This design comes from an exercise in tuning for small area on the open sky130 flow, not from production work. Only simulation tests tie the RTL to the original design; equivalence was not proved. Power is estimated from default activity; no workload was simulated.

==> tundra: inputs <==
==> flow/design.v <==
module cacheline (
    input clk,
    input reset,
    input os_req,
    input [8-1:0] hitmap,
    input user_req,
    input [32-1:0] addr,
    output reg hit
);
    reg [32-1:0] tag0, tag1, tag2, tag3, tag4, tag5, tag6, tag7;
    reg [7:0] valid;
    reg [7:0] dom;         
    reg [7:1] meta;        
    wire [7:0] act = valid & dom;
    wire [7:0] m;          
    cacheline_match c0 (.tag(tag0), .addr(addr), .act(act[0]), .m(m[0]));
    cacheline_match c1 (.tag(tag1), .addr(addr), .act(act[1]), .m(m[1]));
    cacheline_match c2 (.tag(tag2), .addr(addr), .act(act[2]), .m(m[2]));
    cacheline_match c3 (.tag(tag3), .addr(addr), .act(act[3]), .m(m[3]));
    cacheline_match c4 (.tag(tag4), .addr(addr), .act(act[4]), .m(m[4]));
    cacheline_match c5 (.tag(tag5), .addr(addr), .act(act[5]), .m(m[5]));
    cacheline_match c6 (.tag(tag6), .addr(addr), .act(act[6]), .m(m[6]));
    cacheline_match c7 (.tag(tag7), .addr(addr), .act(act[7]), .m(m[7]));
    wire [7:0] we;
    wire [7:0] valid_nx, dom_nx;
    wire [7:1] meta_nx;
    wire hit_nx;
    cacheline_ctrl ctrl (
        .reset(reset), .os_req(os_req), .hitmap(hitmap), .user_req(user_req),
        .m(m), .valid(valid), .dom(dom), .meta(meta), .hit(hit),
        .we(we), .valid_nx(valid_nx), .dom_nx(dom_nx), .meta_nx(meta_nx), .hit_nx(hit_nx)
    );
    always @(posedge clk) begin
        if (we[0]) tag0 <= addr;
        if (we[1]) tag1 <= addr;
        if (we[2]) tag2 <= addr;
        if (we[3]) tag3 <= addr;
        if (we[4]) tag4 <= addr;
        if (we[5]) tag5 <= addr;
        if (we[6]) tag6 <= addr;
        if (we[7]) tag7 <= addr;
        valid <= valid_nx;
        dom <= dom_nx;
        meta <= meta_nx;
        hit <= hit_nx;
    end
endmodule
module cacheline_match (
    input [32-1:0] tag,
    input [32-1:0] addr,
    input act,
    output m
);
    assign m = act & (tag == addr);
endmodule
module cacheline_ctrl (
    input reset,
    input os_req,
    input [7:0] hitmap,
    input user_req,
    input [7:0] m,
    input [7:0] valid,
    input [7:0] dom,
    input [7:1] meta,
    input hit,
    output [7:0] we,
    output [7:0] valid_nx,
    output [7:0] dom_nx,
    output [7:1] meta_nx,
    output hit_nx
);
    wire u4 = dom[0] & dom[1];
    wire u5 = dom[2] & dom[3];
    wire u6 = dom[4] & dom[5];
    wire u7 = dom[6] & dom[7];
    wire u2 = u4 & u5;
    wire u3 = u6 & u7;
    wire u1 = u2 & u3;
    wire v1 = u1 ? meta[1] : (dom[4] | dom[5] | dom[6] | dom[7]);
    wire v2 = u2 ? meta[2] : (dom[2] | dom[3]);
    wire v3 = u3 ? meta[3] : (dom[6] | dom[7]);
    wire v4 = u4 ? meta[4] : dom[1];
    wire v5 = u5 ? meta[5] : dom[3];
    wire v6 = u6 ? meta[6] : dom[5];
    wire v7 = u7 ? meta[7] : dom[7];
    wire any = |m;
    wire req = !reset && !os_req && user_req;
    wire [7:0] vic;
    assign vic[0] = !v1 & !v2 & !v4;
    assign vic[1] = !v1 & !v2 &  v4;
    assign vic[2] = !v1 &  v2 & !v5;
    assign vic[3] = !v1 &  v2 &  v5;
    assign vic[4] =  v1 & !v3 & !v6;
    assign vic[5] =  v1 & !v3 &  v6;
    assign vic[6] =  v1 &  v3 & !v7;
    assign vic[7] =  v1 &  v3 &  v7;
    assign we = (req && !any) ? vic : 8'd0;
    wire [7:0] first;
    assign first[0] = m[0];
    assign first[1] = m[1] & !m[0];
    assign first[2] = m[2] & !(|m[1:0]);
    assign first[3] = m[3] & !(|m[2:0]);
    assign first[4] = m[4] & !(|m[3:0]);
    assign first[5] = m[5] & !(|m[4:0]);
    assign first[6] = m[6] & !(|m[5:0]);
    assign first[7] = m[7] & !(|m[6:0]);
    wire [7:0] acc = any ? first : vic;
    wire [7:1] upd;
    wire [7:1] val;
    assign upd[1] = u1;                          assign val[1] = |acc[3:0];
    assign upd[2] = u2 & (|acc[3:0]);            assign val[2] = |acc[1:0];
    assign upd[3] = u3 & (|acc[7:4]);            assign val[3] = |acc[5:4];
    assign upd[4] = u4 & (|acc[1:0]);            assign val[4] = acc[0];
    assign upd[5] = u5 & (|acc[3:2]);            assign val[5] = acc[2];
    assign upd[6] = u6 & (|acc[5:4]);            assign val[6] = acc[4];
    assign upd[7] = u7 & (|acc[7:6]);            assign val[7] = acc[6];
    assign meta_nx  = reset ? 7'd0 : (req ? ((upd & val) | (~upd & meta)) : meta);
    assign valid_nx = reset ? 8'd0 : (valid | we);
    assign dom_nx   = reset ? 8'd0 : (os_req ? hitmap : dom);
    assign hit_nx   = !reset && !os_req && (user_req ? any : hit);
endmodule
==> flow/flow/run.sh <==
#!/bin/bash
# Layout flow: the standard synthesis (standard.sh synth, unchanged), then
# the standard layout steps with these changes:
#  - ports are buffered with a small buffer instead of the resizer's default
#    pick (a slow delay cell);
#  - clock-tree synthesis uses clusters of clkbuf_16 leaves under a tree of smaller clock buffers and no dummy
#    balancing loads;
#  - the largest plain buffers are kept out of the post-synthesis repair steps;
#  - after the placement-stage repair, cells are sized down where timing has
#    slack (flow/recover.tcl).
# Each ORFS step writes its full log under orfs/logs/; make's own output goes
# to synth.log and layout.log in this folder.
set -euo pipefail
PORT_BUF=sky130_fd_sc_hd__buf_1
CTS="-sink_clustering_enable -repair_clock_nets -dont_use_dummy_load -buf_list {sky130_fd_sc_hd__clkbuf_4 sky130_fd_sc_hd__clkbuf_8} -root_buf sky130_fd_sc_hd__clkbuf_8 -sink_clustering_buffer sky130_fd_sc_hd__clkbuf_16 -sink_clustering_size 30 -sink_clustering_max_diameter 100"
PLATFORM_DONT_USE="sky130_fd_sc_hd__probe_p_8 sky130_fd_sc_hd__probec_p_8 sky130_fd_sc_hd__lpflow_bleeder_1 sky130_fd_sc_hd__lpflow_clkbufkapwr_1 sky130_fd_sc_hd__lpflow_clkbufkapwr_16 sky130_fd_sc_hd__lpflow_clkbufkapwr_2 sky130_fd_sc_hd__lpflow_clkbufkapwr_4 sky130_fd_sc_hd__lpflow_clkbufkapwr_8 sky130_fd_sc_hd__lpflow_clkinvkapwr_1 sky130_fd_sc_hd__lpflow_clkinvkapwr_16 sky130_fd_sc_hd__lpflow_clkinvkapwr_2 sky130_fd_sc_hd__lpflow_clkinvkapwr_4 sky130_fd_sc_hd__lpflow_clkinvkapwr_8 sky130_fd_sc_hd__lpflow_decapkapwr_12 sky130_fd_sc_hd__lpflow_decapkapwr_3 sky130_fd_sc_hd__lpflow_decapkapwr_4 sky130_fd_sc_hd__lpflow_decapkapwr_6 sky130_fd_sc_hd__lpflow_decapkapwr_8 sky130_fd_sc_hd__lpflow_inputiso0n_1 sky130_fd_sc_hd__lpflow_inputiso0p_1 sky130_fd_sc_hd__lpflow_inputiso1n_1 sky130_fd_sc_hd__lpflow_inputiso1p_1 sky130_fd_sc_hd__lpflow_inputisolatch_1 sky130_fd_sc_hd__lpflow_isobufsrc_1 sky130_fd_sc_hd__lpflow_isobufsrc_16 sky130_fd_sc_hd__lpflow_isobufsrc_2 sky130_fd_sc_hd__lpflow_isobufsrc_4 sky130_fd_sc_hd__lpflow_isobufsrc_8 sky130_fd_sc_hd__lpflow_isobufsrckapwr_16 sky130_fd_sc_hd__lpflow_lsbuf_lh_hl_isowell_tap_1 sky130_fd_sc_hd__lpflow_lsbuf_lh_hl_isowell_tap_2 sky130_fd_sc_hd__lpflow_lsbuf_lh_hl_isowell_tap_4 sky130_fd_sc_hd__lpflow_lsbuf_lh_isowell_4 sky130_fd_sc_hd__lpflow_lsbuf_lh_isowell_tap_1 sky130_fd_sc_hd__lpflow_lsbuf_lh_isowell_tap_2 sky130_fd_sc_hd__lpflow_lsbuf_lh_isowell_tap_4"
EXTRA_DONT_USE="sky130_fd_sc_hd__buf_8 sky130_fd_sc_hd__buf_12 sky130_fd_sc_hd__buf_16 sky130_fd_sc_hd__bufbuf_8 sky130_fd_sc_hd__bufbuf_16 sky130_fd_sc_hd__buf_6"
bash standard.sh synth > synth.log 2>&1
bash standard.sh "POST_RESIZE_TCL=$(pwd)/flow/recover.tcl" "BUFFER_PORTS_ARGS=-buffer_cell $PORT_BUF" "CTS_ARGS=$CTS" "DONT_USE_CELLS=$PLATFORM_DONT_USE $EXTRA_DONT_USE" finish > layout.log 2>&1
==> flow/flow/recover.tcl <==
# After the placement-stage repair: size cells down wherever timing has slack.
log_cmd repair_timing -recover_power 100 -setup_margin 0.2 -verbose
==> flow/standard.sh <==
#!/bin/bash
# synth_recipe.tcl (not shown) runs the flow's synth.tcl, then flattens the netlist and writes it again
# the make line also repeats each setting of config.mk as NAME=value (left out here)
make -C /OpenROAD-flow-scripts/flow DESIGN_CONFIG=/design/flow/config.mk WORK_HOME=/design/flow/orfs CLKGATE_MAP_FILE= SYNTH_SCRIPT=/design/flow/synth_recipe.tcl "${@:-finish}"
==> flow/config.mk <==
export PLATFORM = sky130hd
export DESIGN_NAME = cacheline
export DESIGN_NICKNAME = cacheline
export VERILOG_FILES = /design/flow/design.v
export SDC_FILE = /design/flow/constraint.sdc
export NUM_CORES = 4
export LEC_CHECK = 0
export CAP_MARGIN = 5
export CORE_MARGIN = 2
export CORE_UTILIZATION = 65
export GPL_TIMING_DRIVEN = 0
export PLACE_DENSITY = 0.8
export SLEW_MARGIN = 5
export SYNTH_HIERARCHICAL = 1
==> flow/constraint.sdc <==
create_clock -name core_clock -period 5.0 [get_ports {clk}]
set_input_delay 1.0000 -clock core_clock [delete_from_list [all_inputs] [get_ports {clk}]]
set_output_delay 1.0000 -clock core_clock [all_outputs]
set_load 0.01 [all_outputs]
==> indigo: changes against tundra <==
--- a/flow/design.v
+++ b/flow/design.v
@@ -97,21 +97,27 @@
     assign we = (req && !any) ? vic : 8'd0;
-    wire [7:0] first;
-    assign first[0] = m[0];
-    assign first[1] = m[1] & !m[0];
-    assign first[2] = m[2] & !(|m[1:0]);
-    assign first[3] = m[3] & !(|m[2:0]);
-    assign first[4] = m[4] & !(|m[3:0]);
-    assign first[5] = m[5] & !(|m[4:0]);
-    assign first[6] = m[6] & !(|m[5:0]);
-    assign first[7] = m[7] & !(|m[6:0]);
-    wire [7:0] acc = any ? first : vic;
+    wire h01 = m[0] | m[1];
+    wire h23 = m[2] | m[3];
+    wire h45 = m[4] | m[5];
+    wire hL = h01 | h23;
+    wire aL   = any ? hL : !v1;                                  
+    wire a01  = any ? h01 : (!v1 & !v2);                         
+    wire a23  = any ? (!h01 & h23) : (!v1 & v2);                 
+    wire a45  = any ? (!hL & h45) : (v1 & !v3);                  
+    wire a67  = any ? (!hL & !h45) : (v1 & v3);                  
+    wire a0   = any ? m[0] : !v4;                                
+    wire a2   = any ? m[2] : !v5;
+    wire a4   = any ? m[4] : !v6;
+    wire a6   = any ? m[6] : !v7;
+    wire a0123 = aL;
+    wire a01_in_L = any ? h01 : !v2;                             
+    wire a45_in_R = any ? h45 : !v3;                             
     wire [7:1] upd;
     wire [7:1] val;
-    assign upd[1] = u1;                          assign val[1] = |acc[3:0];
-    assign upd[2] = u2 & (|acc[3:0]);            assign val[2] = |acc[1:0];
-    assign upd[3] = u3 & (|acc[7:4]);            assign val[3] = |acc[5:4];
-    assign upd[4] = u4 & (|acc[1:0]);            assign val[4] = acc[0];
-    assign upd[5] = u5 & (|acc[3:2]);            assign val[5] = acc[2];
-    assign upd[6] = u6 & (|acc[5:4]);            assign val[6] = acc[4];
-    assign upd[7] = u7 & (|acc[7:6]);            assign val[7] = acc[6];
+    assign upd[1] = u1;              assign val[1] = a0123;
+    assign upd[2] = u2 & aL;         assign val[2] = a01_in_L;
+    assign upd[3] = u3 & !aL;        assign val[3] = a45_in_R;
+    assign upd[4] = u4 & a01;        assign val[4] = a0;
+    assign upd[5] = u5 & a23;        assign val[5] = a2;
+    assign upd[6] = u6 & a45;        assign val[6] = a4;
+    assign upd[7] = u7 & a67;        assign val[7] = a6;
     assign meta_nx  = reset ? 7'd0 : (req ? ((upd & val) | (~upd & meta)) : meta);
--- a/flow/flow/run.sh
+++ b/flow/flow/run.sh
@@ -5,3 +5,3 @@
 #    pick (a slow delay cell);
-#  - clock-tree synthesis uses clusters of clkbuf_16 leaves under a tree of smaller clock buffers and no dummy
+#  - clock-tree synthesis uses clusters of clkbuf_16 leaves and no dummy
 #    balancing loads;
@@ -14,3 +14,3 @@
 PORT_BUF=sky130_fd_sc_hd__buf_1
-CTS="-sink_clustering_enable -repair_clock_nets -dont_use_dummy_load -buf_list {sky130_fd_sc_hd__clkbuf_4 sky130_fd_sc_hd__clkbuf_8} -root_buf sky130_fd_sc_hd__clkbuf_8 -sink_clustering_buffer sky130_fd_sc_hd__clkbuf_16 -sink_clustering_size 30 -sink_clustering_max_diameter 100"
+CTS="-sink_clustering_enable -repair_clock_nets -dont_use_dummy_load -buf_list {sky130_fd_sc_hd__clkbuf_16} -sink_clustering_size 30 -sink_clustering_max_diameter 100"
 PLATFORM_DONT_USE="sky130_fd_sc_hd__probe_p_8 sky130_fd_sc_hd__probec_p_8 sky130_fd_sc_hd__lpflow_bleeder_1 sky130_fd_sc_hd__lpflow_clkbufkapwr_1 sky130_fd_sc_hd__lpflow_clkbufkapwr_16 sky130_fd_sc_hd__lpflow_clkbufkapwr_2 sky130_fd_sc_hd__lpflow_clkbufkapwr_4 sky130_fd_sc_hd__lpflow_clkbufkapwr_8 sky130_fd_sc_hd__lpflow_clkinvkapwr_1 sky130_fd_sc_hd__lpflow_clkinvkapwr_16 sky130_fd_sc_hd__lpflow_clkinvkapwr_2 sky130_fd_sc_hd__lpflow_clkinvkapwr_4 sky130_fd_sc_hd__lpflow_clkinvkapwr_8 sky130_fd_sc_hd__lpflow_decapkapwr_12 sky130_fd_sc_hd__lpflow_decapkapwr_3 sky130_fd_sc_hd__lpflow_decapkapwr_4 sky130_fd_sc_hd__lpflow_decapkapwr_6 sky130_fd_sc_hd__lpflow_decapkapwr_8 sky130_fd_sc_hd__lpflow_inputiso0n_1 sky130_fd_sc_hd__lpflow_inputiso0p_1 sky130_fd_sc_hd__lpflow_inputiso1n_1 sky130_fd_sc_hd__lpflow_inputiso1p_1 sky130_fd_sc_hd__lpflow_inputisolatch_1 sky130_fd_sc_hd__lpflow_isobufsrc_1 sky130_fd_sc_hd__lpflow_isobufsrc_16 sky130_fd_sc_hd__lpflow_isobufsrc_2 sky130_fd_sc_hd__lpflow_isobufsrc_4 sky130_fd_sc_hd__lpflow_isobufsrc_8 sky130_fd_sc_hd__lpflow_isobufsrckapwr_16 sky130_fd_sc_hd__lpflow_lsbuf_lh_hl_isowell_tap_1 sky130_fd_sc_hd__lpflow_lsbuf_lh_hl_isowell_tap_2 sky130_fd_sc_hd__lpflow_lsbuf_lh_hl_isowell_tap_4 sky130_fd_sc_hd__lpflow_lsbuf_lh_isowell_4 sky130_fd_sc_hd__lpflow_lsbuf_lh_isowell_tap_1 sky130_fd_sc_hd__lpflow_lsbuf_lh_isowell_tap_2 sky130_fd_sc_hd__lpflow_lsbuf_lh_isowell_tap_4"
CORE_UTILIZATION = 40   (was 65)
PLACE_DENSITY = default   (was 0.8)
==> results.py <==
metrics = {
    "run_status": {
        "outcome": "complete, no violations",
    },
    "pwr": {
        "swShare_pct": 21.0,
        "irDropWorstVdd_mv": 0.302,
    },
    "grt": {
        "grt_use_met2_pct": 38.5,
    },
    "finish": {
        "final-clk-cell-share_pct": 2.31,
    },
}
The numbers above come from tundra.

==> results.py <==
metrics = {
    "grt": {
        "grt_use_met2_pct": 22.1,
    },
    "finish": {
        "final-clk-cell-share_pct": 2.53,
    },
    "run_status": {
        "outcome": "complete, no violations",
    },
    "pwr": {
        "irDropWorstVdd_mv": 0.187,
        "swShare_pct": 20.9,
    },
}
The numbers above come from indigo.

==> port drivers added, routing unchanged <==
Ports are ideal in the flow. The routed layouts listed here were re-timed in OpenROAD. Step 1 assumes that a clkbuf_16 drives the clock port and a buf_2 every other input. Step 2 adds t to the input delays and takes it off the output delays; t is the mean of the earliest and latest rising clock arrival at the registers after step 1. Input paths then give back, and output paths get back, about the clock's delay inside the block. Three values: no drivers, after step 1, after step 2; two values: the first two.
run | t, ns | setup WS [ns] | worst hold slack (ns) | worst setup path after step 2 | worst register clock-pin slew, ns
tundra | 0.530 | 0.422 / 0.432 / -0.097 | 0.485 / 0.485 / 0.485 | input to register | 0.11 / 0.11
indigo | 0.508 | 0.619 / 0.634 / 0.125 | 0.484 / 0.484 / 0.484 | input to register | 0.11 / 0.11
Met with ideal ports but missed after step 2: setup timing in tundra. The setup slack of tundra, which loses most, moves by +0.010 ns with the drivers and by -0.519 ns with both steps.
